What follows belongs to an exercise in optimizing a design on an open flow for small area; a production flow would make more cautious choices.
Power and IR drop assume default switching activity.

Setup of build 68:
// stratigo
module stratigo
	(
		CLOCK_50,
		KEY,
		SW,
		LEDR,
		PIX_X,
		PIX_Y,
		PIX_COLOUR,
		PIX_PLOT
	);
For scale: roughly 2500 cells after synthesis.
export LEC_CHECK = 0
export CAP_MARGIN = 20
export CORE_MARGIN = 2
export CORE_UTILIZATION = 40
export CTS_BUF_LIST = sky130_fd_sc_hd__clkbuf_4
export CTS_CLUSTER_DIAMETER = 40
export CTS_CLUSTER_SIZE = 8
export SLEW_MARGIN = 20
create_clock -name core_clock -period 10.0 [get_ports {CLOCK_50}]
standard.sh (not shown) runs the stock make flow with config.mk's settings and CLKGATE_MAP_FILE= SYNTH_SCRIPT=/design/flow/synth_recipe.tcl, a recipe that flattens the netlist after the stock synthesis.
==> flow/flow/run.sh <==
#!/bin/bash
# Standard ORFS layout, except that the combinational logic of the standard
# synthesis netlist is re-mapped by ABC with an area-oriented script before
# floorplanning. Registers (names, cell types) are left as the standard
# synthesis made them. Each tool's output goes to a log file in this folder.
set -euo pipefail
W=$PWD
R=$W/orfs/results/$FLOW_PLATFORM/stratigo/base
LIB=$FLOW_HOME/platforms/$FLOW_PLATFORM/lib/sky130_fd_sc_hd__tt_025C_1v80.lib

# 1. the standard synthesis, unchanged
bash standard.sh $R/1_2_yosys.v > $W/synth_standard.log 2>&1
cp $R/1_2_yosys.v $W/1_2_yosys.standard.v

# 2. re-map the combinational logic for area
subst() {
  sed -e "s|@LIB@|$LIB|g" -e "s|@IN@|$W/1_2_yosys.standard.v|g" -e "s|@OUT@|$R/1_2_yosys.v|g" \
      -e "s|@SCRIPT@|$W/flow/area.abc|g" -e "s|@STAT@|$W/reabc_stat.txt|g" \
      -e "s|@CELLS@|$W/cells_comb.v|g" "$1" > "$2"
}
subst $W/flow/mkcells.ys $W/mkcells.ys
subst $W/flow/reabc.ys $W/reabc.ys
yosys -s $W/mkcells.ys > $W/mkcells.log 2>&1
subst $W/flow/eqchk.ys $W/eqchk.ys
# keep the re-mapped netlist only if it is proven equivalent to the standard one
if ! { yosys -s $W/reabc.ys > $W/reabc.log 2>&1 && yosys -s $W/eqchk.ys > $W/eqchk.log 2>&1; }; then
  echo "re-mapping failed or not proven equivalent; using the standard netlist" > $W/reabc_fallback.txt
  cp $W/1_2_yosys.standard.v $R/1_2_yosys.v
fi

# 3. the rest of the standard flow, from the re-mapped netlist
# port buffers: the smallest buffer cell
bash standard.sh "BUFFER_PORTS_ARGS=-buffer_cell sky130_fd_sc_hd__buf_1" finish > $W/layout.log 2>&1
Other scripts of this flow, unchanged in this note and not shown: flow/flow/area.abc, flow/flow/eqchk.ys, flow/flow/mkcells.ys, flow/flow/reabc.ys
Build 68 reached the end of the flow, and the finished layout is clean on the timing, DRC and antenna checks.
Changes in build 2 relative to build 68:
Settings: CORE_UTILIZATION now 65, was 40; CTS_BUF_LIST now sky130_fd_sc_hd__clkbuf_8, was sky130_fd_sc_hd__clkbuf_4; CTS_CLUSTER_DIAMETER now 60, was 40; CTS_CLUSTER_SIZE now 16, was 8.
Notes after the runs:
Summary — flop-to-flop setup slack, build 2 relative to build 68: higher, by 0.06 ns. After detailed routing, build 68 needs more wire than build 2. The final reports for build 2 and build 68 show global-route met1 utilization higher in the former. Looking only at worst slack on hold paths, and setting everything else aside, the lower value of build 2 and build 68 goes to build 68. Between build 2 and build 68, signed area change from the synthesized netlist to the final layout is higher for build 68, build 2 comes in under that.
What build 39 does differently from build 2 at the input level:
Settings: clearing CTS_BUF_LIST, which used to be sky130_fd_sc_hd__clkbuf_8; swapping 65 for 40 in CORE_UTILIZATION; clearing CTS_CLUSTER_SIZE, which used to be 16; clearing CTS_CLUSTER_DIAMETER, which used to be 60.
-- flow/flow/run.sh --
<<< build 2, line 32
# port buffers: the smallest buffer cell
bash standard.sh "BUFFER_PORTS_ARGS=-buffer_cell sky130_fd_sc_hd__buf_1" finish > $W/layout.log 2>&1
>>> build 39, line 32
# port buffers: the smallest buffer cell
bash standard.sh "BUFFER_PORTS_ARGS=-buffer_cell sky130_fd_sc_hd__buf_1" \
  "CTS_ARGS=-sink_clustering_enable -repair_clock_nets -sink_clustering_size 16 -sink_clustering_max_diameter 60 -buf_list sky130_fd_sc_hd__clkbuf_8 -dont_use_dummy_load" \
  finish > $W/layout.log 2>&1
==> comparison <==
Relative to build 2, chip height increased by about 27% in build 39.
Compared with build 2, build 39 has less setup slack.
In the tables for build 39 and build 2, final cell count without fillers reads higher with build 39.
Sort build 39 and build 2 by power dissipated by switching net loads desc -> top: build 2
Via count of the routed design of build 39 falls short of that of build 2 by a few percent.
From build 2 to build 39 the numbers moved as follows: power per cell area shrank by 6.6 mW/mm^2, final net count held steady, hold slack shrank by 0.043 ns, global-route wire length before repair grew by about 2.3%, initial core utilization shrank by 26 points.
Summary — per-cell routed wire length, build 39 relative to build 2: lower, by 4.0%.
Setup changes, build 39 to build 86
Settings: putting CTS_CLUSTER_SIZE at 25 where nothing was set; putting CTS_CLUSTER_DIAMETER at 60 where nothing was set; putting CTS_BUF_LIST at sky130_fd_sc_hd__clkbuf_16 where nothing was set.
-- flow/flow/run.sh --
<<< build 39, line 31
# 3. the rest of the standard flow, from the re-mapped netlist
# port buffers: the smallest buffer cell
bash standard.sh "BUFFER_PORTS_ARGS=-buffer_cell sky130_fd_sc_hd__buf_1" \
  "CTS_ARGS=-sink_clustering_enable -repair_clock_nets -sink_clustering_size 16 -sink_clustering_max_diameter 60 -buf_list sky130_fd_sc_hd__clkbuf_8 -dont_use_dummy_load" \
  finish > $W/layout.log 2>&1
>>> build 86, line 31
# 3. the rest of the standard flow, from the re-mapped netlist
bash standard.sh > $W/layout.log 2>&1
==> comparison <==
- On global-route usage, build 86 and build 39 are neck and neck.
- Build 86 against build 39: area occupied by multi-input gates essentially unchanged, area share of buffers outside the clock network increased 1.2 points, maximum number of pins on one net before global-route repair decreased 1, net switching fraction of the power essentially unchanged, routed wirelength normalized by instance count decreased about 1.1%.
- Area: build 86 vs build 39 -> build 86 larger
- On residual overflow from global routing, build 86 and build 39 are neck and neck.
- met2 demand-to-capacity share in global routing was higher in build 39 than in build 86.
- Build 86 reports a higher overall power after layout than build 39 does.
Function was not checked in any run of this note: the RTL went through the layout flow alone.

[separate check: timing with driven ports]
The results above use ideal ports. As a check the final layouts listed here were re-extracted and re-timed, cells and wires unchanged.
Step 1 (the two cells are an assumption about what drives the block):
set clk [get_ports {CLOCK_50}]
set_driving_cell -lib_cell sky130_fd_sc_hd__clkbuf_16 $clk
set_driving_cell -lib_cell sky130_fd_sc_hd__buf_2 [delete_from_list [all_inputs] $clk]
Step 2 adds t to the input delays and takes it off the output delays; t is the mean of the earliest and latest rising clock arrival at the registers after step 1. Input paths then give back, and output paths get back, about the clock's delay inside the block.
Three values: ideal ports, drivers, drivers and shift; two values: the first two.
| run | t (ns) | setup WS [ns] | hold WS [ns] |
|---|---|---|---|
| build 68 | 0.872 | 2.759 / 2.706 / 3.381 | 0.319 / 0.319 / 0.319 |
| build 2 | 0.646 | 3.186 / 3.137 / 3.435 | 0.345 / 0.345 / 0.345 |
| build 39 | 0.645 | 2.960 / 2.908 / 3.384 | 0.302 / 0.302 / 0.302 |
| build 86 | 0.641 | 2.650 / 2.593 / 3.234 | 0.345 / 0.345 / 0.345 |
After both steps every run listed still meets setup and hold.
